From an optimization exercise on the open Yosys and OpenROAD flow, aimed at small area; shortcuts taken in it are not production practice.
In this exercise RTL edits were held to simulation tests only and were not proved equivalent to the original.
Power and IR drop assume default switching activity.

==> flow/design.v (outline; a module is shown in full before it is edited, if it fits) <==
// module chen_unsigned_div: 2516 lines
module chen_unsigned_div (clk, rst_n, divide_en, dividend, divisor,
                          divide_error, divide_done, quotient, remainde);
  // ...
==> flow/run.sh <==
#!/bin/bash
# synth_recipe.tcl (not shown) runs the flow's synth.tcl, then flattens the netlist and writes it again
# the make line also repeats each setting of config.mk as NAME=value (left out here)
make -C /OpenROAD-flow-scripts/flow DESIGN_CONFIG=/design/flow/config.mk WORK_HOME=/design/flow/orfs CLKGATE_MAP_FILE= SYNTH_SCRIPT=/design/flow/synth_recipe.tcl finish
==> flow/config.mk <==
export PLATFORM = sky130hd
export DESIGN_NAME = chen_unsigned_div
export DESIGN_NICKNAME = chen_unsigned_div
export VERILOG_FILES = /design/flow/design.v
export SDC_FILE = /design/flow/constraint.sdc
export NUM_CORES = 4
export LEC_CHECK = 0
export ABC_AREA = 1
export CAP_MARGIN = 20
export CORE_MARGIN = 2
export CORE_UTILIZATION = 65
export PLACE_DENSITY = 0.8
export SLEW_MARGIN = 20
==> flow/constraint.sdc <==
create_clock -name core_clock -period 5.0 [get_ports {clk}]
set_input_delay 1.0000 -clock core_clock [delete_from_list [all_inputs] [get_ports {clk}]]
set_output_delay 1.0000 -clock core_clock [all_outputs]
set_load 0.01 [all_outputs]
==> flow_summary.rst, run 1 <==
.. list-table::
   :header-rows: 1

   * - Metric
     - Value
   * - Outcome
     - finished with violations
   * - Failed Checks
     - setup timing
   * - Effective utilization at floorplan
     - 0.654
   * - Largest family of logic cells by synthesized area
     - simple AND/OR/NAND/NOR gates
   * - Site row count
     - 102
   * - Flop pwr share
     - 0.373
   * - Area of the core
     - 0.0772 mm2
   * - Worst Setup Path Type
     - reg -> reg
   * - Proportion of synthesized area in mux cells
     - 0
   * - X dimension of the die
     - 283 um
   * - Via total after detailed routing
     - 56,859
   * - Dominant cell type by area after synthesis
     - sky130_fd_sc_hd__dfxtp_1
   * - Largest fanout of any net on the critical path
     - 8
   * - Total instance count after detailed placement
     - 10,042
   * - Clock latency on the worst-skew pair
     - 0.68 ns
   * - Lkg Pwr
     - 34.1 nW
   * - Most used cells in the layout excluding fill and tap cells
     - sky130_fd_sc_hd__nand2_1, sky130_fd_sc_hd__inv_1, sky130_fd_sc_hd__nand3_1
   * - Maximum Capacitance Violations
     - 0
   * - Critical R2R Launch
     - d_6[29]
   * - Final WS setup
     - -0.110 ns
   * - Top contributor to total power
     - registers
   * - Proportion of power drawn by the clock network
     - 0.336
   * - Share of cells above drive strength 1
     - 0.188
   * - Destination of the critical timing path
     - r_7[0]
   * - Wire length of the first global-routing pass
     - 225,000 um
   * - Die area
     - 0.0799 mm2
   * - XOR/XNOR Fraction of Synth Area
     - 0.0376
   * - Fraction of registers with async set or reset after synthesis
     - 0
   * - Sequential cell area in the final layout
     - 0.0162 mm2
   * - Non-clock buffer count in the final layout
     - 971
   * - Total clock buffers created by CTS
     - 84
   * - Setup slack, reg-to-reg
     - -0.11 ns
   * - Pins over their slew limit
     - 0
   * - Total Neg Setup Slack
     - -0.651 ns
   * - Number of endpoints failing setup at the final stage
     - 16
   * - Cell count of the worst reg-to-reg path
     - 35
==> inputs of run 2 (changes only) <==
--- a/flow/design.v
+++ b/flow/design.v
@@ -1128,19 +1128,29 @@
   wire p21_5_20 = p21_3_20 & p21_4_15;
   wire g21_5_21 = g21_3_21 | (p21_3_21 & g21_4_15);
   wire p21_5_21 = p21_3_21 & p21_4_15;
   wire [22:0] b21 = {g21_5_21, g21_5_20, g21_5_19, g21_5_18, g21_5_17, g21_5_16, g21_4_15, g21_4_14, g21_4_13, g21_4_12, g21_4_11, g21_4_10, g21_4_9, g21_4_8, g21_3_7, g21_3_6, g21_3_5, g21_3_4, g21_2_3, g21_2_2, g21_1_1, g21_0[0], 1'b0};
   wire [22:0] s21 = {b21[22], d_5[21:0] ^ b21[21:0]};
   wire q21 = ~s21[22] & ~|d_5[31:22];
   wire [21:0] r22 = t21 ^ ({22{q21}} & s21[21:0]);
   wire [31:0] x22 = {x21[30:0], q21};
-  wire [22:0] t22 = {r22, x22[31]};
-  wire [22:0] g22_0 = ~t22 & d_5[22:0];
-  wire [22:0] p22_0 = ~t22 | d_5[22:0];
+  reg        v_6;
+  reg [31:0] d_6;
+  reg [31:0] x_6;
+  reg [21:0] r_6;
+  always @(posedge clk) begin
+    v_6 <= rst_n & v_5;
+    d_6 <= d_5;
+    x_6 <= x22;
+    r_6 <= r22;
+  end
+  wire [22:0] t22 = {r_6, x_6[31]};
+  wire [22:0] g22_0 = ~t22 & d_6[22:0];
+  wire [22:0] p22_0 = ~t22 | d_6[22:0];
   wire g22_1_1 = g22_0[1] | (p22_0[1] & g22_0[0]);
   wire p22_1_1 = p22_0[1] & p22_0[0];
   wire g22_1_3 = g22_0[3] | (p22_0[3] & g22_0[2]);
   wire p22_1_3 = p22_0[3] & p22_0[2];
   wire g22_1_5 = g22_0[5] | (p22_0[5] & g22_0[4]);
   wire p22_1_5 = p22_0[5] & p22_0[4];
   wire g22_1_7 = g22_0[7] | (p22_0[7] & g22_0[6]);
   wire p22_1_7 = p22_0[7] & p22_0[6];
@@ -1228,31 +1238,21 @@
   wire p22_5_19 = p22_2_19 & p22_4_15;
   wire g22_5_20 = g22_3_20 | (p22_3_20 & g22_4_15);
   wire p22_5_20 = p22_3_20 & p22_4_15;
   wire g22_5_21 = g22_3_21 | (p22_3_21 & g22_4_15);
   wire p22_5_21 = p22_3_21 & p22_4_15;
   wire g22_5_22 = g22_3_22 | (p22_3_22 & g22_4_15);
   wire p22_5_22 = p22_3_22 & p22_4_15;
   wire [23:0] b22 = {g22_5_22, g22_5_21, g22_5_20, g22_5_19, g22_5_18, g22_5_17, g22_5_16, g22_4_15, g22_4_14, g22_4_13, g22_4_12, g22_4_11, g22_4_10, g22_4_9, g22_4_8, g22_3_7, g22_3_6, g22_3_5, g22_3_4, g22_2_3, g22_2_2, g22_1_1, g22_0[0], 1'b0};
-  wire [23:0] s22 = {b22[23], d_5[22:0] ^ b22[22:0]};
-  wire q22 = ~s22[23] & ~|d_5[31:23];
+  wire [23:0] s22 = {b22[23], d_6[22:0] ^ b22[22:0]};
+  wire q22 = ~s22[23] & ~|d_6[31:23];
   wire [22:0] r23 = t22 ^ ({23{q22}} & s22[22:0]);
-  wire [31:0] x23 = {x22[30:0], q22};
-  reg        v_6;
-  reg [31:0] d_6;
-  reg [31:0] x_6;
-  reg [22:0] r_6;
-  always @(posedge clk) begin
-    v_6 <= rst_n & v_5;
-    d_6 <= d_5;
-    x_6 <= x23;
-    r_6 <= r23;
-  end
-  wire [23:0] t23 = {r_6, x_6[31]};
+  wire [31:0] x23 = {x_6[30:0], q22};
+  wire [23:0] t23 = {r23, x23[31]};
   wire [23:0] g23_0 = ~t23 & d_6[23:0];
   wire [23:0] p23_0 = ~t23 | d_6[23:0];
   wire g23_1_1 = g23_0[1] | (p23_0[1] & g23_0[0]);
   wire p23_1_1 = p23_0[1] & p23_0[0];
   wire g23_1_3 = g23_0[3] | (p23_0[3] & g23_0[2]);
   wire p23_1_3 = p23_0[3] & p23_0[2];
   wire g23_1_5 = g23_0[5] | (p23_0[5] & g23_0[4]);
   wire p23_1_5 = p23_0[5] & p23_0[4];
@@ -1353,20 +1353,30 @@
   wire g23_5_22 = g23_3_22 | (p23_3_22 & g23_4_15);
   wire p23_5_22 = p23_3_22 & p23_4_15;
   wire g23_5_23 = g23_3_23 | (p23_3_23 & g23_4_15);
   wire p23_5_23 = p23_3_23 & p23_4_15;
   wire [24:0] b23 = {g23_5_23, g23_5_22, g23_5_21, g23_5_20, g23_5_19, g23_5_18, g23_5_17, g23_5_16, g23_4_15, g23_4_14, g23_4_13, g23_4_12, g23_4_11, g23_4_10, g23_4_9, g23_4_8, g23_3_7, g23_3_6, g23_3_5, g23_3_4, g23_2_3, g23_2_2, g23_1_1, g23_0[0], 1'b0};
   wire [24:0] s23 = {b23[24], d_6[23:0] ^ b23[23:0]};
   wire q23 = ~s23[24] & ~|d_6[31:24];
   wire [23:0] r24 = t23 ^ ({24{q23}} & s23[23:0]);
-  wire [31:0] x24 = {x_6[30:0], q23};
-  wire [24:0] t24 = {r24, x24[31]};
-  wire [24:0] g24_0 = ~t24 & d_6[24:0];
-  wire [24:0] p24_0 = ~t24 | d_6[24:0];
+  wire [31:0] x24 = {x23[30:0], q23};
+  reg        v_7;
+  reg [31:0] d_7;
+  reg [31:0] x_7;
+  reg [23:0] r_7;
+  always @(posedge clk) begin
+    v_7 <= rst_n & v_6;
+    d_7 <= d_6;
+    x_7 <= x24;
+    r_7 <= r24;
+  end
+  wire [24:0] t24 = {r_7, x_7[31]};
+  wire [24:0] g24_0 = ~t24 & d_7[24:0];
+  wire [24:0] p24_0 = ~t24 | d_7[24:0];
   wire g24_1_1 = g24_0[1] | (p24_0[1] & g24_0[0]);
   wire p24_1_1 = p24_0[1] & p24_0[0];
   wire g24_1_3 = g24_0[3] | (p24_0[3] & g24_0[2]);
   wire p24_1_3 = p24_0[3] & p24_0[2];
   wire g24_1_5 = g24_0[5] | (p24_0[5] & g24_0[4]);
   wire p24_1_5 = p24_0[5] & p24_0[4];
   wire g24_1_7 = g24_0[7] | (p24_0[7] & g24_0[6]);
   wire p24_1_7 = p24_0[7] & p24_0[6];
@@ -1466,23 +1476,23 @@
   wire p24_5_21 = p24_3_21 & p24_4_15;
   wire g24_5_22 = g24_3_22 | (p24_3_22 & g24_4_15);
   wire p24_5_22 = p24_3_22 & p24_4_15;
   wire g24_5_23 = g24_3_23 | (p24_3_23 & g24_4_15);
   wire p24_5_23 = p24_3_23 & p24_4_15;
   wire g24_5_24 = g24_4_24 | (p24_4_24 & g24_4_15);
   wire p24_5_24 = p24_4_24 & p24_4_15;
   wire [25:0] b24 = {g24_5_24, g24_5_23, g24_5_22, g24_5_21, g24_5_20, g24_5_19, g24_5_18, g24_5_17, g24_5_16, g24_4_15, g24_4_14, g24_4_13, g24_4_12, g24_4_11, g24_4_10, g24_4_9, g24_4_8, g24_3_7, g24_3_6, g24_3_5, g24_3_4, g24_2_3, g24_2_2, g24_1_1, g24_0[0], 1'b0};
-  wire [25:0] s24 = {b24[25], d_6[24:0] ^ b24[24:0]};
-  wire q24 = ~s24[25] & ~|d_6[31:25];
+  wire [25:0] s24 = {b24[25], d_7[24:0] ^ b24[24:0]};
+  wire q24 = ~s24[25] & ~|d_7[31:25];
   wire [24:0] r25 = t24 ^ ({25{q24}} & s24[24:0]);
-  wire [31:0] x25 = {x24[30:0], q24};
+  wire [31:0] x25 = {x_7[30:0], q24};
   wire [25:0] t25 = {r25, x25[31]};
-  wire [25:0] g25_0 = ~t25 & d_6[25:0];
-  wire [25:0] p25_0 = ~t25 | d_6[25:0];
+  wire [25:0] g25_0 = ~t25 & d_7[25:0];
+  wire [25:0] p25_0 = ~t25 | d_7[25:0];
   wire g25_1_1 = g25_0[1] | (p25_0[1] & g25_0[0]);
   wire p25_1_1 = p25_0[1] & p25_0[0];
   wire g25_1_3 = g25_0[3] | (p25_0[3] & g25_0[2]);
   wire p25_1_3 = p25_0[3] & p25_0[2];
   wire g25_1_5 = g25_0[5] | (p25_0[5] & g25_0[4]);
   wire p25_1_5 = p25_0[5] & p25_0[4];
   wire g25_1_7 = g25_0[7] | (p25_0[7] & g25_0[6]);
   wire p25_1_7 = p25_0[7] & p25_0[6];
@@ -1588,33 +1598,33 @@
   wire p25_5_22 = p25_3_22 & p25_4_15;
   wire g25_5_23 = g25_3_23 | (p25_3_23 & g25_4_15);
   wire p25_5_23 = p25_3_23 & p25_4_15;
   wire g25_5_24 = g25_4_24 | (p25_4_24 & g25_4_15);
   wire p25_5_24 = p25_4_24 & p25_4_15;
   wire g25_5_25 = g25_4_25 | (p25_4_25 & g25_4_15);
   wire p25_5_25 = p25_4_25 & p25_4_15;
   wire [26:0] b25 = {g25_5_25, g25_5_24, g25_5_23, g25_5_22, g25_5_21, g25_5_20, g25_5_19, g25_5_18, g25_5_17, g25_5_16, g25_4_15, g25_4_14, g25_4_13, g25_4_12, g25_4_11, g25_4_10, g25_4_9, g25_4_8, g25_3_7, g25_3_6, g25_3_5, g25_3_4, g25_2_3, g25_2_2, g25_1_1, g25_0[0], 1'b0};
-  wire [26:0] s25 = {b25[26], d_6[25:0] ^ b25[25:0]};
-  wire q25 = ~s25[26] & ~|d_6[31:26];
+  wire [26:0] s25 = {b25[26], d_7[25:0] ^ b25[25:0]};
+  wire q25 = ~s25[26] & ~|d_7[31:26];
   wire [25:0] r26 = t25 ^ ({26{q25}} & s25[25:0]);
   wire [31:0] x26 = {x25[30:0], q25};
-  reg        v_7;
-  reg [31:0] d_7;
-  reg [31:0] x_7;
-  reg [25:0] r_7;
+  reg        v_8;
+  reg [31:0] d_8;
+  reg [31:0] x_8;
+  reg [25:0] r_8;
   always @(posedge clk) begin
-    v_7 <= rst_n & v_6;
-    d_7 <= d_6;
-    x_7 <= x26;
-    r_7 <= r26;
+    v_8 <= rst_n & v_7;
+    d_8 <= d_7;
+    x_8 <= x26;
+    r_8 <= r26;
   end
-  wire [26:0] t26 = {r_7, x_7[31]};
-  wire [26:0] g26_0 = ~t26 & d_7[26:0];
-  wire [26:0] p26_0 = ~t26 | d_7[26:0];
+  wire [26:0] t26 = {r_8, x_8[31]};
+  wire [26:0] g26_0 = ~t26 & d_8[26:0];
+  wire [26:0] p26_0 = ~t26 | d_8[26:0];
   wire g26_1_1 = g26_0[1] | (p26_0[1] & g26_0[0]);
   wire p26_1_1 = p26_0[1] & p26_0[0];
   wire g26_1_3 = g26_0[3] | (p26_0[3] & g26_0[2]);
   wire p26_1_3 = p26_0[3] & p26_0[2];
   wire g26_1_5 = g26_0[5] | (p26_0[5] & g26_0[4]);
   wire p26_1_5 = p26_0[5] & p26_0[4];
   wire g26_1_7 = g26_0[7] | (p26_0[7] & g26_0[6]);
   wire p26_1_7 = p26_0[7] & p26_0[6];
@@ -1726,23 +1736,23 @@
   wire p26_5_23 = p26_3_23 & p26_4_15;
   wire g26_5_24 = g26_4_24 | (p26_4_24 & g26_4_15);
   wire p26_5_24 = p26_4_24 & p26_4_15;
   wire g26_5_25 = g26_4_25 | (p26_4_25 & g26_4_15);
   wire p26_5_25 = p26_4_25 & p26_4_15;
   wire g26_5_26 = g26_4_26 | (p26_4_26 & g26_4_15);
   wire p26_5_26 = p26_4_26 & p26_4_15;
   wire [27:0] b26 = {g26_5_26, g26_5_25, g26_5_24, g26_5_23, g26_5_22, g26_5_21, g26_5_20, g26_5_19, g26_5_18, g26_5_17, g26_5_16, g26_4_15, g26_4_14, g26_4_13, g26_4_12, g26_4_11, g26_4_10, g26_4_9, g26_4_8, g26_3_7, g26_3_6, g26_3_5, g26_3_4, g26_2_3, g26_2_2, g26_1_1, g26_0[0], 1'b0};
-  wire [27:0] s26 = {b26[27], d_7[26:0] ^ b26[26:0]};
-  wire q26 = ~s26[27] & ~|d_7[31:27];
+  wire [27:0] s26 = {b26[27], d_8[26:0] ^ b26[26:0]};
+  wire q26 = ~s26[27] & ~|d_8[31:27];
   wire [26:0] r27 = t26 ^ ({27{q26}} & s26[26:0]);
-  wire [31:0] x27 = {x_7[30:0], q26};
+  wire [31:0] x27 = {x_8[30:0], q26};
   wire [27:0] t27 = {r27, x27[31]};
-  wire [27:0] g27_0 = ~t27 & d_7[27:0];
-  wire [27:0] p27_0 = ~t27 | d_7[27:0];
+  wire [27:0] g27_0 = ~t27 & d_8[27:0];
+  wire [27:0] p27_0 = ~t27 | d_8[27:0];
   wire g27_1_1 = g27_0[1] | (p27_0[1] & g27_0[0]);
   wire p27_1_1 = p27_0[1] & p27_0[0];
   wire g27_1_3 = g27_0[3] | (p27_0[3] & g27_0[2]);
   wire p27_1_3 = p27_0[3] & p27_0[2];
   wire g27_1_5 = g27_0[5] | (p27_0[5] & g27_0[4]);
   wire p27_1_5 = p27_0[5] & p27_0[4];
   wire g27_1_7 = g27_0[7] | (p27_0[7] & g27_0[6]);
   wire p27_1_7 = p27_0[7] & p27_0[6];
@@ -1862,23 +1872,33 @@
   wire p27_5_24 = p27_4_24 & p27_4_15;
   wire g27_5_25 = g27_4_25 | (p27_4_25 & g27_4_15);
   wire p27_5_25 = p27_4_25 & p27_4_15;
   wire g27_5_26 = g27_4_26 | (p27_4_26 & g27_4_15);
   wire p27_5_26 = p27_4_26 & p27_4_15;
   wire g27_5_27 = g27_4_27 | (p27_4_27 & g27_4_15);
   wire p27_5_27 = p27_4_27 & p27_4_15;
   wire [28:0] b27 = {g27_5_27, g27_5_26, g27_5_25, g27_5_24, g27_5_23, g27_5_22, g27_5_21, g27_5_20, g27_5_19, g27_5_18, g27_5_17, g27_5_16, g27_4_15, g27_4_14, g27_4_13, g27_4_12, g27_4_11, g27_4_10, g27_4_9, g27_4_8, g27_3_7, g27_3_6, g27_3_5, g27_3_4, g27_2_3, g27_2_2, g27_1_1, g27_0[0], 1'b0};
-  wire [28:0] s27 = {b27[28], d_7[27:0] ^ b27[27:0]};
-  wire q27 = ~s27[28] & ~|d_7[31:28];
+  wire [28:0] s27 = {b27[28], d_8[27:0] ^ b27[27:0]};
+  wire q27 = ~s27[28] & ~|d_8[31:28];
   wire [27:0] r28 = t27 ^ ({28{q27}} & s27[27:0]);
   wire [31:0] x28 = {x27[30:0], q27};
-  wire [28:0] t28 = {r28, x28[31]};
-  wire [28:0] g28_0 = ~t28 & d_7[28:0];
-  wire [28:0] p28_0 = ~t28 | d_7[28:0];
+  reg        v_9;
+  reg [31:0] d_9;
+  reg [31:0] x_9;
+  reg [27:0] r_9;
+  always @(posedge clk) begin
+    v_9 <= rst_n & v_8;
+    d_9 <= d_8;
+    x_9 <= x28;
+    r_9 <= r28;
+  end
+  wire [28:0] t28 = {r_9, x_9[31]};
+  wire [28:0] g28_0 = ~t28 & d_9[28:0];
+  wire [28:0] p28_0 = ~t28 | d_9[28:0];
   wire g28_1_1 = g28_0[1] | (p28_0[1] & g28_0[0]);
   wire p28_1_1 = p28_0[1] & p28_0[0];
   wire g28_1_3 = g28_0[3] | (p28_0[3] & g28_0[2]);
   wire p28_1_3 = p28_0[3] & p28_0[2];
   wire g28_1_5 = g28_0[5] | (p28_0[5] & g28_0[4]);
   wire p28_1_5 = p28_0[5] & p28_0[4];
   wire g28_1_7 = g28_0[7] | (p28_0[7] & g28_0[6]);
   wire p28_1_7 = p28_0[7] & p28_0[6];
@@ -2004,33 +2024,23 @@
   wire p28_5_25 = p28_4_25 & p28_4_15;
   wire g28_5_26 = g28_4_26 | (p28_4_26 & g28_4_15);
   wire p28_5_26 = p28_4_26 & p28_4_15;
   wire g28_5_27 = g28_4_27 | (p28_4_27 & g28_4_15);
   wire p28_5_27 = p28_4_27 & p28_4_15;
   wire g28_5_28 = g28_4_28 | (p28_4_28 & g28_4_15);
   wire p28_5_28 = p28_4_28 & p28_4_15;
   wire [29:0] b28 = {g28_5_28, g28_5_27, g28_5_26, g28_5_25, g28_5_24, g28_5_23, g28_5_22, g28_5_21, g28_5_20, g28_5_19, g28_5_18, g28_5_17, g28_5_16, g28_4_15, g28_4_14, g28_4_13, g28_4_12, g28_4_11, g28_4_10, g28_4_9, g28_4_8, g28_3_7, g28_3_6, g28_3_5, g28_3_4, g28_2_3, g28_2_2, g28_1_1, g28_0[0], 1'b0};
-  wire [29:0] s28 = {b28[29], d_7[28:0] ^ b28[28:0]};
-  wire q28 = ~s28[29] & ~|d_7[31:29];
+  wire [29:0] s28 = {b28[29], d_9[28:0] ^ b28[28:0]};
+  wire q28 = ~s28[29] & ~|d_9[31:29];
   wire [28:0] r29 = t28 ^ ({29{q28}} & s28[28:0]);
-  wire [31:0] x29 = {x28[30:0], q28};
-  reg        v_8;
-  reg [31:0] d_8;
-  reg [31:0] x_8;
-  reg [28:0] r_8;
-  always @(posedge clk) begin
-    v_8 <= rst_n & v_7;
-    d_8 <= d_7;
-    x_8 <= x29;
-    r_8 <= r29;
-  end
-  wire [29:0] t29 = {r_8, x_8[31]};
-  wire [29:0] g29_0 = ~t29 & d_8[29:0];
-  wire [29:0] p29_0 = ~t29 | d_8[29:0];
+  wire [31:0] x29 = {x_9[30:0], q28};
+  wire [29:0] t29 = {r29, x29[31]};
+  wire [29:0] g29_0 = ~t29 & d_9[29:0];
+  wire [29:0] p29_0 = ~t29 | d_9[29:0];
   wire g29_1_1 = g29_0[1] | (p29_0[1] & g29_0[0]);
   wire p29_1_1 = p29_0[1] & p29_0[0];
   wire g29_1_3 = g29_0[3] | (p29_0[3] & g29_0[2]);
   wire p29_1_3 = p29_0[3] & p29_0[2];
   wire g29_1_5 = g29_0[5] | (p29_0[5] & g29_0[4]);
   wire p29_1_5 = p29_0[5] & p29_0[4];
   wire g29_1_7 = g29_0[7] | (p29_0[7] & g29_0[6]);
   wire p29_1_7 = p29_0[7] & p29_0[6];
@@ -2164,23 +2174,33 @@
   wire p29_5_26 = p29_4_26 & p29_4_15;
   wire g29_5_27 = g29_4_27 | (p29_4_27 & g29_4_15);
   wire p29_5_27 = p29_4_27 & p29_4_15;
   wire g29_5_28 = g29_4_28 | (p29_4_28 & g29_4_15);
   wire p29_5_28 = p29_4_28 & p29_4_15;
   wire g29_5_29 = g29_4_29 | (p29_4_29 & g29_4_15);
   wire p29_5_29 = p29_4_29 & p29_4_15;
   wire [30:0] b29 = {g29_5_29, g29_5_28, g29_5_27, g29_5_26, g29_5_25, g29_5_24, g29_5_23, g29_5_22, g29_5_21, g29_5_20, g29_5_19, g29_5_18, g29_5_17, g29_5_16, g29_4_15, g29_4_14, g29_4_13, g29_4_12, g29_4_11, g29_4_10, g29_4_9, g29_4_8, g29_3_7, g29_3_6, g29_3_5, g29_3_4, g29_2_3, g29_2_2, g29_1_1, g29_0[0], 1'b0};
-  wire [30:0] s29 = {b29[30], d_8[29:0] ^ b29[29:0]};
-  wire q29 = ~s29[30] & ~|d_8[31:30];
+  wire [30:0] s29 = {b29[30], d_9[29:0] ^ b29[29:0]};
+  wire q29 = ~s29[30] & ~|d_9[31:30];
   wire [29:0] r30 = t29 ^ ({30{q29}} & s29[29:0]);
-  wire [31:0] x30 = {x_8[30:0], q29};
-  wire [30:0] t30 = {r30, x30[31]};
-  wire [30:0] g30_0 = ~t30 & d_8[30:0];
-  wire [30:0] p30_0 = ~t30 | d_8[30:0];
+  wire [31:0] x30 = {x29[30:0], q29};
+  reg        v_10;
+  reg [31:0] d_10;
+  reg [31:0] x_10;
+  reg [29:0] r_10;
+  always @(posedge clk) begin
+    v_10 <= rst_n & v_9;
+    d_10 <= d_9;
+    x_10 <= x30;
+    r_10 <= r30;
+  end
+  wire [30:0] t30 = {r_10, x_10[31]};
+  wire [30:0] g30_0 = ~t30 & d_10[30:0];
+  wire [30:0] p30_0 = ~t30 | d_10[30:0];
   wire g30_1_1 = g30_0[1] | (p30_0[1] & g30_0[0]);
   wire p30_1_1 = p30_0[1] & p30_0[0];
   wire g30_1_3 = g30_0[3] | (p30_0[3] & g30_0[2]);
   wire p30_1_3 = p30_0[3] & p30_0[2];
   wire g30_1_5 = g30_0[5] | (p30_0[5] & g30_0[4]);
   wire p30_1_5 = p30_0[5] & p30_0[4];
   wire g30_1_7 = g30_0[7] | (p30_0[7] & g30_0[6]);
   wire p30_1_7 = p30_0[7] & p30_0[6];
@@ -2322,23 +2342,23 @@
   wire p30_5_27 = p30_4_27 & p30_4_15;
   wire g30_5_28 = g30_4_28 | (p30_4_28 & g30_4_15);
   wire p30_5_28 = p30_4_28 & p30_4_15;
   wire g30_5_29 = g30_4_29 | (p30_4_29 & g30_4_15);
   wire p30_5_29 = p30_4_29 & p30_4_15;
   wire g30_5_30 = g30_4_30 | (p30_4_30 & g30_4_15);
   wire p30_5_30 = p30_4_30 & p30_4_15;
   wire [31:0] b30 = {g30_5_30, g30_5_29, g30_5_28, g30_5_27, g30_5_26, g30_5_25, g30_5_24, g30_5_23, g30_5_22, g30_5_21, g30_5_20, g30_5_19, g30_5_18, g30_5_17, g30_5_16, g30_4_15, g30_4_14, g30_4_13, g30_4_12, g30_4_11, g30_4_10, g30_4_9, g30_4_8, g30_3_7, g30_3_6, g30_3_5, g30_3_4, g30_2_3, g30_2_2, g30_1_1, g30_0[0], 1'b0};
-  wire [31:0] s30 = {b30[31], d_8[30:0] ^ b30[30:0]};
-  wire q30 = ~s30[31] & ~|d_8[31:31];
+  wire [31:0] s30 = {b30[31], d_10[30:0] ^ b30[30:0]};
+  wire q30 = ~s30[31] & ~|d_10[31:31];
   wire [30:0] r31 = t30 ^ ({31{q30}} & s30[30:0]);
-  wire [31:0] x31 = {x30[30:0], q30};
+  wire [31:0] x31 = {x_10[30:0], q30};
   wire [31:0] t31 = {r31, x31[31]};
-  wire [31:0] g31_0 = ~t31 & d_8[31:0];
-  wire [31:0] p31_0 = ~t31 | d_8[31:0];
+  wire [31:0] g31_0 = ~t31 & d_10[31:0];
+  wire [31:0] p31_0 = ~t31 | d_10[31:0];
   wire g31_1_1 = g31_0[1] | (p31_0[1] & g31_0[0]);
   wire p31_1_1 = p31_0[1] & p31_0[0];
   wire g31_1_3 = g31_0[3] | (p31_0[3] & g31_0[2]);
   wire p31_1_3 = p31_0[3] & p31_0[2];
   wire g31_1_5 = g31_0[5] | (p31_0[5] & g31_0[4]);
   wire p31_1_5 = p31_0[5] & p31_0[4];
   wire g31_1_7 = g31_0[7] | (p31_0[7] & g31_0[6]);
   wire p31_1_7 = p31_0[7] & p31_0[6];
@@ -2490,27 +2510,27 @@
   wire p31_5_28 = p31_4_28 & p31_4_15;
   wire g31_5_29 = g31_4_29 | (p31_4_29 & g31_4_15);
   wire p31_5_29 = p31_4_29 & p31_4_15;
   wire g31_5_30 = g31_4_30 | (p31_4_30 & g31_4_15);
   wire p31_5_30 = p31_4_30 & p31_4_15;
   wire g31_5_31 = g31_4_31 | (p31_4_31 & g31_4_15);
   wire p31_5_31 = p31_4_31 & p31_4_15;
   wire [32:0] b31 = {g31_5_31, g31_5_30, g31_5_29, g31_5_28, g31_5_27, g31_5_26, g31_5_25, g31_5_24, g31_5_23, g31_5_22, g31_5_21, g31_5_20, g31_5_19, g31_5_18, g31_5_17, g31_5_16, g31_4_15, g31_4_14, g31_4_13, g31_4_12, g31_4_11, g31_4_10, g31_4_9, g31_4_8, g31_3_7, g31_3_6, g31_3_5, g31_3_4, g31_2_3, g31_2_2, g31_1_1, g31_0[0], 1'b0};
-  wire [32:0] s31 = {b31[32], d_8[31:0] ^ b31[31:0]};
+  wire [32:0] s31 = {b31[32], d_10[31:0] ^ b31[31:0]};
   wire q31 = ~s31[32];
   wire [31:0] r32 = t31 ^ ({32{q31}} & s31[31:0]);
   wire [31:0] x32 = {x31[30:0], q31};
-  reg        v_9;
-  reg        e_9;
-  reg [31:0] x_9;
-  reg [31:0] r_9;
+  reg        v_11;
+  reg        e_11;
+  reg [31:0] x_11;
+  reg [31:0] r_11;
   always @(posedge clk) begin
-    v_9 <= rst_n & v_8;
-    e_9 <= ~|d_8;
-    x_9 <= x32;
-    r_9 <= r32;
+    v_11 <= rst_n & v_10;
+    e_11 <= ~|d_10;
+    x_11 <= x32;
+    r_11 <= r32;
   end
-  assign divide_done  = v_9;
-  assign divide_error = v_9 & e_9;
-  assign quotient     = x_9;
-  assign remainde     = r_9;
+  assign divide_done  = v_11;
+  assign divide_error = v_11 & e_11;
+  assign quotient     = x_11;
+  assign remainde     = r_11;
 endmodule
==> flow/config.mk (replaced) <==
export PLATFORM = sky130hd
export DESIGN_NAME = chen_unsigned_div
export DESIGN_NICKNAME = chen_unsigned_div
export VERILOG_FILES = /design/flow/design.v
export SDC_FILE = /design/flow/constraint.sdc
export NUM_CORES = 4
export LEC_CHECK = 0
export ABC_AREA = 1
export CAP_MARGIN = 20
export CORE_MARGIN = 2
export CORE_UTILIZATION = 50
export CTS_CLUSTER_DIAMETER = 80
export CTS_CLUSTER_SIZE = 25
export GPL_TIMING_DRIVEN = 0
export SLEW_MARGIN = 20
==> flow_summary.rst, run 2 <==
.. list-table::
   :header-rows: 1

   * - Metric
     - Value
   * - Pin count of the biggest net entering global routing
     - 26 (was 50)
   * - Type of the tightest min-delay check
     - reg -> reg (unchanged)
   * - Post-Place Setup Slack
     - -2.23 ns (was -0.297 ns)
   * - Critical R2R Launch
     - d_3[6] (was d_6[29])
   * - Share of cells above drive strength 1
     - 0.0806 (was 0.188)
   * - Period utilization
     - 0.936 (was 1.02)
   * - Worst Path Arrival
     - 5.25 ns (was 5.64 ns)
   * - Remaining DRCs
     - 0 (unchanged)
   * - Number of levels the H-tree was split into
     - 2 (was 3)
   * - Total Neg Setup Slack
     - 0 ns (was -0.651 ns)
   * - Required @ worst endpoint
     - 5.57 ns (was 5.53 ns)
   * - Slowest library cell on the worst path
     - sky130_fd_sc_hd__clkdlybuf4s50_1 (was sky130_fd_sc_hd__dfxtp_2)
   * - Count of unique library cells instantiated by Yosys
     - 70 (unchanged)
   * - Fillers
     - 10,184 (was 5,221)
   * - Area overhead of the layout relative to synthesis
     - 12.2% (was 26.8%)
   * - Most repeated cell in the gate-level netlist after synthesis
     - sky130_fd_sc_hd__nand2_1 (unchanged)
   * - Worst path bufs/invs
     - 8 (was 5)
   * - Clock slew at reported path FFs
     - 0.09 ns (was 0.07 ns)
   * - Routed wire length per instance
     - 13.7 um (was 14.7 um)
   * - TritonCTS sink count
     - 986 (was 804)
   * - Cell area after synthesis
     - 0.0519 mm2 (was 0.0505 mm2)
   * - Max-slew headroom at the worst pin
     - 0.459 (was 0.352)
   * - Met3 usage
     - 0.0247 (was 0.0411)
   * - Peak supply drop
     - 0.309 mV (was 0.346 mV)
   * - Warning count from the yosys run
     - 1 (unchanged)
   * - Startpoint of the worst setup timing path
     - divisor[6] (was d_6[29])
   * - Number of nets in the synthesized netlist
     - 8,000 (was 8,354)
   * - Worst Setup Path Type
     - in -> reg (was reg -> reg)
   * - Most frequent standard cell in the layout excluding fill and tap cells
     - sky130_fd_sc_hd__nand2_1 (unchanged)
   * - Number of top-level design ports
     - 133 (unchanged)
   * - Setup clock skew after layout
     - 0.0338 ns (was 0.0430 ns)
   * - Global-route layer with the greatest usage
     - met2 (unchanged)
   * - Die area
     - 0.106 mm2 (was 0.0799 mm2)
   * - Vias per std cell
     - 4.97 (was 5.50)
   * - Area of the core
     - 0.103 mm2 (was 0.0772 mm2)
   * - Timing-limited maximum frequency
     - 214 MHz (was 196 MHz)
   * - Commonest cells in the synthesized netlist
     - sky130_fd_sc_hd__nand2_1, sky130_fd_sc_hd__inv_1, sky130_fd_sc_hd__dfxtp_1, sky130_fd_sc_hd__nand3_1, sky130_fd_sc_hd__nor2_1 (was sky130_fd_sc_hd__nand2_1, sky130_fd_sc_hd__nand3_1, sky130_fd_sc_hd__inv_1, sky130_fd_sc_hd__dfxtp_1, sky130_fd_sc_hd__nor2_1)
   * - DRT antenna net count
     - 0 (unchanged)
   * - Synth Instances
     - 7,933 (was 8,287)
   * - Total clock buffers created by CTS
     - 55 (was 84)
   * - Fraction of registers with async set or reset after synthesis
     - 0 (unchanged)
   * - GRT met1 Usage
     - 0.271 (was 0.321)
   * - Pins over their slew limit
     - 0 (unchanged)
   * - Mean cell area of the mapped netlist
     - 6.54 um2 (was 6.09 um2)
   * - Sequential-to-total area share from yosys stat
     - 0.381 (was 0.319)
   * - Vias in the first global route
     - 44,138 (was 52,317)
   * - Largest cells by area after synthesis
     - sky130_fd_sc_hd__dfxtp_1, sky130_fd_sc_hd__nand2_1, sky130_fd_sc_hd__nand3_1 (unchanged)
   * - Tot GR Track Use
     - 0.242 (was 0.334)
   * - Effective utilization at floorplan
     - 0.503 (was 0.654)
   * - Detailed placer's ending HPWL
     - 107,000 um (was 105,000 um)
   * - Initial antenna violation count
     - 3 (was 0)
   * - Height of the chip
     - 326 um (was 283 um)
   * - Unrepaired setup endpoints after global routing
     - yes
   * - Via total after detailed routing
     - 47,739 (was 56,859)
   * - Family of cells with the greatest summed delay on the critical path
     - simple AND/OR/NAND/NOR gates (unchanged)
   * - Clock latency on the worst-skew pair
     - 0.69 ns (was 0.68 ns)
   * - Maximum single-stage delay on the critical path
     - 0.44 ns (was 0.33 ns)
   * - Crit-path most repeated cell
     - sky130_fd_sc_hd__nand2_1
   * - Dominant cell type by area after synthesis
     - sky130_fd_sc_hd__dfxtp_1 (unchanged)
   * - Yosys reg bits
     - 986 (was 804)
   * - Root Driver
     - sky130_fd_sc_hd__clkbuf_16 (unchanged)
   * - Remaining Overflow, GRT
     - 0 (unchanged)
   * - Number of flops mapped to enable cells by yosys
     - 0 (unchanged)
   * - Count of hold buffers inserted by post-cts repair
     - 0 (unchanged)
   * - Drt first pass iters
     - 5 (was 10)
   * - Total detailed-routing wirelength
     - 132,000 um (was 152,000 um)
   * - Site row count
     - 118 (was 102)
   * - CTS Buffer Depth
     - 3 (unchanged)
   * - DRC violation total after the first TritonRoute iteration
     - 2,449 (was 3,657)
   * - Wire length of the first global-routing pass
     - 214,000 um (was 225,000 um)
   * - Outcome
     - timing/DRC/antenna clean (was finished with violations)
   * - Final estimated routing congestion in global placement
     - 0.913 (was 0.959)
   * - Synth top area share
     - 0.381 (was 0.319)
   * - Met2 Track Usage GR
     - 0.447 (was 0.646)
   * - Final Hold Violating Endpoints
     - 0 (unchanged)
   * - Startpoint of the tightest hold check path
     - x_7[8] (was x_6[8])
   * - Power density over cell area
     - 307 mW/mm2 (was 296 mW/mm2)
   * - Most used cells in the layout excluding fill and tap cells
     - sky130_fd_sc_hd__nand2_1, sky130_fd_sc_hd__inv_1, sky130_fd_sc_hd__dfxtp_1 (was sky130_fd_sc_hd__nand2_1, sky130_fd_sc_hd__inv_1, sky130_fd_sc_hd__nand3_1)
   * - Total Nets Final
     - 8,256 (was 9,297)
   * - Final WS setup
     - 0.322 ns (was -0.110 ns)
   * - Post-synth top flop
     - sky130_fd_sc_hd__dfxtp_1 (unchanged)
   * - Slew @ Worst Pin
     - 0.804 ns (was 0.963 ns)
   * - Largest fanout of any net on the critical path
     - 8 (unchanged)
   * - Number of endpoints failing setup at the final stage
     - 0 (was 16)
   * - Kind of capture point of the worst setup path
     - register (unchanged)
   * - X dimension of the die
     - 326 um (was 283 um)
   * - Total of buffers placed on input and output ports
     - 132 (unchanged)
   * - Maximum Capacitance Violations
     - 0 (unchanged)
   * - Launching element type of the critical path
     - primary input (was register)
   * - Lkg Pwr
     - 29.8 nW (was 34.1 nW)
   * - Crit path time final
     - 4.68 ns (was 5.11 ns)
   * - TritonCTS clock tree
     - done (unchanged)
-- run 2: per-layer routing --
layer | up-vias | routed length [um]
met3 | 258 | 3800
li1 | 25611 | -
met1 | 21161 | 55300
met2 | 709 | 64600
met4 | 0 | 8250
met5 | - | 0
-- run 2: what timing repair did --
action | CTS | global route
hold endpoints to repair | 0 | 0
setup buffers | 7 | 55
cloned | 0 | 5
pin swaps | 6 | 39
endpoints found under the setup margin | 137 | 247
gates resized for setup | 28 | 246
-- run 2: cells by family (layout without fill, tap and decap cells) --
| logic type | Yosys count | count (layout) | synth area share |
|---|---|---|---|
| buf+inv | 1211 | 1492 | 0.0947 |
| other cells | 0 | 5 | 0 |
| fa+ha+maj | 7 | 7 | 0.00147 |
| xor+xnor | 313 | 313 | 0.0533 |
| flops | 986 | 986 | 0.381 |
| simple gates | 4665 | 4666 | 0.387 |
| compound gates | 751 | 751 | 0.0827 |
-- run 2: metrics by stage --
stage                     instance area, um2  hold slack [ns]  total power (W)  instances   util
final                                  58200            0.318           0.0179       9600  0.564
after global routing                   58200            0.317           0.0190       9599  0.564
after CTS                              56900            0.320           0.0179       9535  0.551
after detailed placement               54900            0.312           0.0129       9445  0.532
after global placement                 54900            0.310           0.0128       9445  0.532
after floorplan                        51900            0.310           0.0118       7933      -
-- run 2: cell type report --
type,instances,area [um2],area share
Inverter,1111,4210,0.0723
Multi-Input combinational cell,5737,27800,0.478
Antenna cell,5,12.5,0.000215
Tap cell,1380,1730,0.0297
Clock inverter,25,353,0.00606
Clock buffer,58,1430,0.0246
Buffer,100,893,0.0154
Timing Repair Buffer,198,1970,0.0338
Sequential cell,986,19800,0.340
-- run 2: final timing paths --
check	slack [ns]	end	cells after the start
setup / recovery	0.32	r_0[0]	37
hold / removal	0.32	x_8[10]	0
hold reg to reg	0.32	x_8[10]	0
setup reg to reg	0.34	r_4[7]	37
-- run 2: power by group --
part,internal [W],switching (W)
registers,0.00831,0.000365
logic,0.00152,0.00266
clock network,0.00223,0.00277
==> inputs of run 3 (changes only) <==
--- a/flow/config.mk
+++ b/flow/config.mk
@@ -11,5 +11,4 @@
 export CORE_UTILIZATION = 50
 export CTS_CLUSTER_DIAMETER = 80
 export CTS_CLUSTER_SIZE = 25
-export GPL_TIMING_DRIVEN = 0
 export SLEW_MARGIN = 20
==> flow_summary.rst, run 3 <==
.. list-table::
   :header-rows: 1

   * - Metric
     - Value
   * - Routed wire length per instance
     - 12.8 um (was 13.7 um)
   * - Max-slew headroom at the worst pin
     - 0.508 (was 0.459)
   * - Die area
     - 0.106 mm2 (unchanged)
   * - Number of endpoints failing setup at the final stage
     - 0 (unchanged)
   * - DRT antenna net count
     - 0 (unchanged)
   * - Largest cells by area after synthesis
     - sky130_fd_sc_hd__dfxtp_1, sky130_fd_sc_hd__nand2_1, sky130_fd_sc_hd__nand3_1 (unchanged)
   * - Met2 Track Usage GR
     - 0.429 (was 0.447)
   * - Power density over cell area
     - 312 mW/mm2 (was 307 mW/mm2)
   * - Site row count
     - 118 (unchanged)
   * - Synth Instances
     - 7,933 (unchanged)
   * - Pin count of the biggest net entering global routing
     - 45 (was 26)
   * - Type of the tightest min-delay check
     - reg -> reg (unchanged)
   * - Area overhead of the layout relative to synthesis
     - 12.1% (was 12.2%)
   * - Wire length of the first global-routing pass
     - 205,000 um (was 214,000 um)
   * - Outcome
     - timing/DRC/antenna clean (unchanged)
   * - Root Driver
     - sky130_fd_sc_hd__clkbuf_16 (unchanged)
   * - Period utilization
     - 0.912 (was 0.936)
   * - Tot GR Track Use
     - 0.228 (was 0.242)
   * - Warning count from the yosys run
     - 1 (unchanged)
   * - Cell count of the worst reg-to-reg path
     - 29 (was 37)
   * - GRT met1 Usage
     - 0.263 (was 0.271)
   * - Via total after detailed routing
     - 47,358 (was 47,739)
   * - Count of unique library cells instantiated by Yosys
     - 70 (unchanged)
   * - Final estimated routing congestion in global placement
     - 0.894 (was 0.913)
   * - Number of nets in the synthesized netlist
     - 8,000 (unchanged)
   * - Crit path time final
     - 4.56 ns (was 4.68 ns)
   * - Launching element type of the critical path
     - register (was primary input)
   * - Worst Path Arrival
     - 5.13 ns (was 5.25 ns)
   * - Synth top area share
     - 0.381 (unchanged)
   * - Effective utilization at floorplan
     - 0.503 (unchanged)
   * - Met3 usage
     - 0.0243 (was 0.0247)
   * - Clock latency on the worst-skew pair
     - 0.69 ns (about the same)
   * - Worst Setup Path Type
     - reg -> reg (was in -> reg)
   * - Setup clock skew after layout
     - 0.0216 ns (was 0.0338 ns)
   * - Remaining Overflow, GRT
     - 0 (unchanged)
   * - Dominant cell type by area after synthesis
     - sky130_fd_sc_hd__dfxtp_1 (unchanged)
   * - Vias per std cell
     - 4.90 (was 4.97)
   * - Yosys reg bits
     - 986 (unchanged)
   * - Maximum Capacitance Violations
     - 0 (unchanged)
   * - Layout Utilization
     - 0.563 (was 0.564)
   * - CTS Buffer Depth
     - 3 (unchanged)
   * - Mean cell area of the mapped netlist
     - 6.54 um2 (unchanged)
   * - Number of top-level design ports
     - 133 (unchanged)
   * - Cell area after synthesis
     - 0.0519 mm2 (unchanged)
   * - Fraction of registers with async set or reset after synthesis
     - 0 (unchanged)
   * - Global-route layer with the greatest usage
     - met2 (unchanged)
   * - Most used cells in the layout excluding fill and tap cells
     - sky130_fd_sc_hd__nand2_1, sky130_fd_sc_hd__inv_1, sky130_fd_sc_hd__dfxtp_1 (unchanged)
   * - Pins over their slew limit
     - 0 (unchanged)
   * - Largest fanout of any net on the critical path
     - 31 (was 8)
   * - Final WS setup
     - 0.442 ns (was 0.322 ns)
   * - TritonCTS sink count
     - 986 (unchanged)
   * - Clock slew at reported path FFs
     - 0.09 ns (about the same)
   * - Crit-path most repeated cell
     - sky130_fd_sc_hd__nand2_1 (unchanged)
   * - Remaining DRCs
     - 0 (unchanged)
   * - Most repeated cell in the gate-level netlist after synthesis
     - sky130_fd_sc_hd__nand2_1 (unchanged)
   * - Area of the core
     - 0.103 mm2 (unchanged)
   * - Drt first pass iters
     - 8 (was 5)
   * - Number of flops mapped to enable cells by yosys
     - 0 (unchanged)
   * - Commonest cells in the synthesized netlist
     - sky130_fd_sc_hd__nand2_1, sky130_fd_sc_hd__inv_1, sky130_fd_sc_hd__dfxtp_1, sky130_fd_sc_hd__nand3_1, sky130_fd_sc_hd__nor2_1 (unchanged)
   * - Number of levels the H-tree was split into
     - 2 (unchanged)
   * - Total of buffers placed on input and output ports
     - 132 (unchanged)
   * - Most frequent standard cell in the layout excluding fill and tap cells
     - sky130_fd_sc_hd__nand2_1 (unchanged)
   * - Hold path cells
     - 0 (unchanged)
   * - Post-Place Setup Slack
     - -0.262 ns (was -2.23 ns)
   * - Final Hold Violating Endpoints
     - 0 (unchanged)
   * - X dimension of the die
     - 326 um (unchanged)
   * - Total Nets Final
     - 8,323 (was 8,256)
   * - Timing-limited maximum frequency
     - 219 MHz (was 214 MHz)
   * - Fillers
     - 10,149 (was 10,184)
   * - Post-synth top flop
     - sky130_fd_sc_hd__dfxtp_1 (unchanged)
   * - Vias in the first global route
     - 43,466 (was 44,138)
   * - Sequential-to-total area share from yosys stat
     - 0.381 (unchanged)
   * - Initial antenna violation count
     - 1 (was 3)
   * - DRC violation total after the first TritonRoute iteration
     - 2,442 (was 2,449)
   * - Count of hold buffers inserted by post-cts repair
     - 0 (unchanged)
   * - Peak supply drop
     - 0.366 mV (was 0.309 mV)
   * - Total detailed-routing wirelength
     - 123,000 um (was 132,000 um)
   * - Detailed placer's ending HPWL
     - 101,000 um (was 107,000 um)
   * - Height of the chip
     - 326 um (unchanged)
   * - Required @ worst endpoint
     - 5.57 ns (about the same)
   * - Share of cells above drive strength 1
     - 0.0756 (was 0.0806)
   * - Slowest library cell on the worst path
     - sky130_fd_sc_hd__dfxtp_1 (was sky130_fd_sc_hd__clkdlybuf4s50_1)
   * - Lkg Pwr
     - 30.0 nW (was 29.8 nW)
   * - TritonCTS clock tree
     - done (unchanged)
   * - Maximum single-stage delay on the critical path
     - 0.36 ns (was 0.44 ns)
   * - Kind of capture point of the worst setup path
     - register (unchanged)
   * - Total clock buffers created by CTS
     - 57 (was 55)
   * - Slew @ Worst Pin
     - 0.736 ns (was 0.804 ns)
-- run 3: final timing paths --
| kind | slack [ns] | start | end |
|---|---|---|---|
| worst max-delay path | 0.44 | d_8[0] | r_9[3] |
| worst min-delay path | 0.33 | x_3[10] | x_4[13] |
| worst max register to register | 0.44 | d_8[0] | r_9[3] |
| worst min register to register | 0.33 | x_3[10] | x_4[13] |
-- run 3: worst max-delay path, delay by kind of cell (launching register included) --
| kind | cells | cell delay, ns |
|---|---|---|
| compound gates | 3 | 0.61 |
| xor+xnor | 1 | 0.15 |
| fa+ha+maj | 1 | 0.33 |
| buf+inv | 3 | 0.63 |
| flops | 1 | 0.36 |
| simple gates | 21 | 2.37 |
-- run 3: metrics by stage --
stage	TNS [ns]	std cells	total power [W]	instance area, um2	hold WS (ns)
3_3_place_gp	-0.689	9567	0.0129	56000	0.310
5_1_grt	-0.0283	9672	0.0193	58100	0.329
2_1_floorplan	0	7933	0.0118	51900	0.310
3_5_place_dp	-1.33	9567	0.0130	56000	0.312
4_1_cts	0	9661	0.0184	58000	0.327
6_report	0	9672	0.0182	58100	0.329
-- run 3: per-layer routing --
metal  vias to the layer above  wire length (um)
met2                       616             61800
met1                     20830             53500
met3                       192              3270
met5                         -                 0
met4                         0              4900
li1                      25720                 -
-- run 3: what timing repair did --
action	CTS	global route
buffers inserted	0	6
endpoints found under the setup margin	0	111
resized for setup	0	31
-- run 3: cell type report --
cell class                      count  area, um2  share of cell area
Tap cell                         1380       1730              0.0297
Multi-Input combinational cell   5739      27300               0.470
Timing Repair Buffer              360       3200              0.0550
Sequential cell                   986      19700               0.340
Clock inverter                     31        424             0.00729
Antenna cell                        1       2.50           0.0000430
Timing Repair inverter              1       7.51            0.000129
Inverter                         1111       4190              0.0720
Clock buffer                       63       1530              0.0263
-- run 3: kinds of logic after synthesis --
kind of cell             after synthesis  synth area share
flip-flops                           986             0.381
adder cells (fa/ha/maj)                7           0.00147
buffers and inverters               1211            0.0947
AO/OA/AOI/OAI                        751            0.0827
AND/OR/NAND/NOR                     4665             0.387
XOR/XNOR                             313            0.0533
-- run 3: power by group --
group          switching [W]  total (W)  internal [W]
clock                0.00285    0.00529       0.00244
combinational        0.00261    0.00420       0.00159
sequential          0.000358    0.00867       0.00831

what the ideal ports hide:
In the flow no input, the clock included, has a driving cell. The finished layouts below were timed again as built, in two steps. Step 1: set_driving_cell puts a clkbuf_16 on clk and a buf_2 on each other input, an assumption about the parent block. Step 2 moves the port delays by t, midway between the first and last clock arrival at a register: inputs arrive t later, outputs are due t later. That takes back most of the time a late clock gives input paths. Three values: ideal, step 1, step 2; two values: the first two.
run	t (ns)	setup WS [ns]	latest minus earliest clock arrival (ns)
run 1	0.737	-0.110 / -0.110 / -0.159	0.058 / 0.058
run 2	0.743	0.322 / 0.335 / -0.369	0.034 / 0.034
run 3	0.746	0.442 / 0.442 / -0.192	0.025 / 0.025
Met with ideal ports but missed after step 2: setup timing in run 2 and run 3. The setup slack of run 2, which loses most, moves by +0.013 ns with the drivers and by -0.691 ns with both steps.
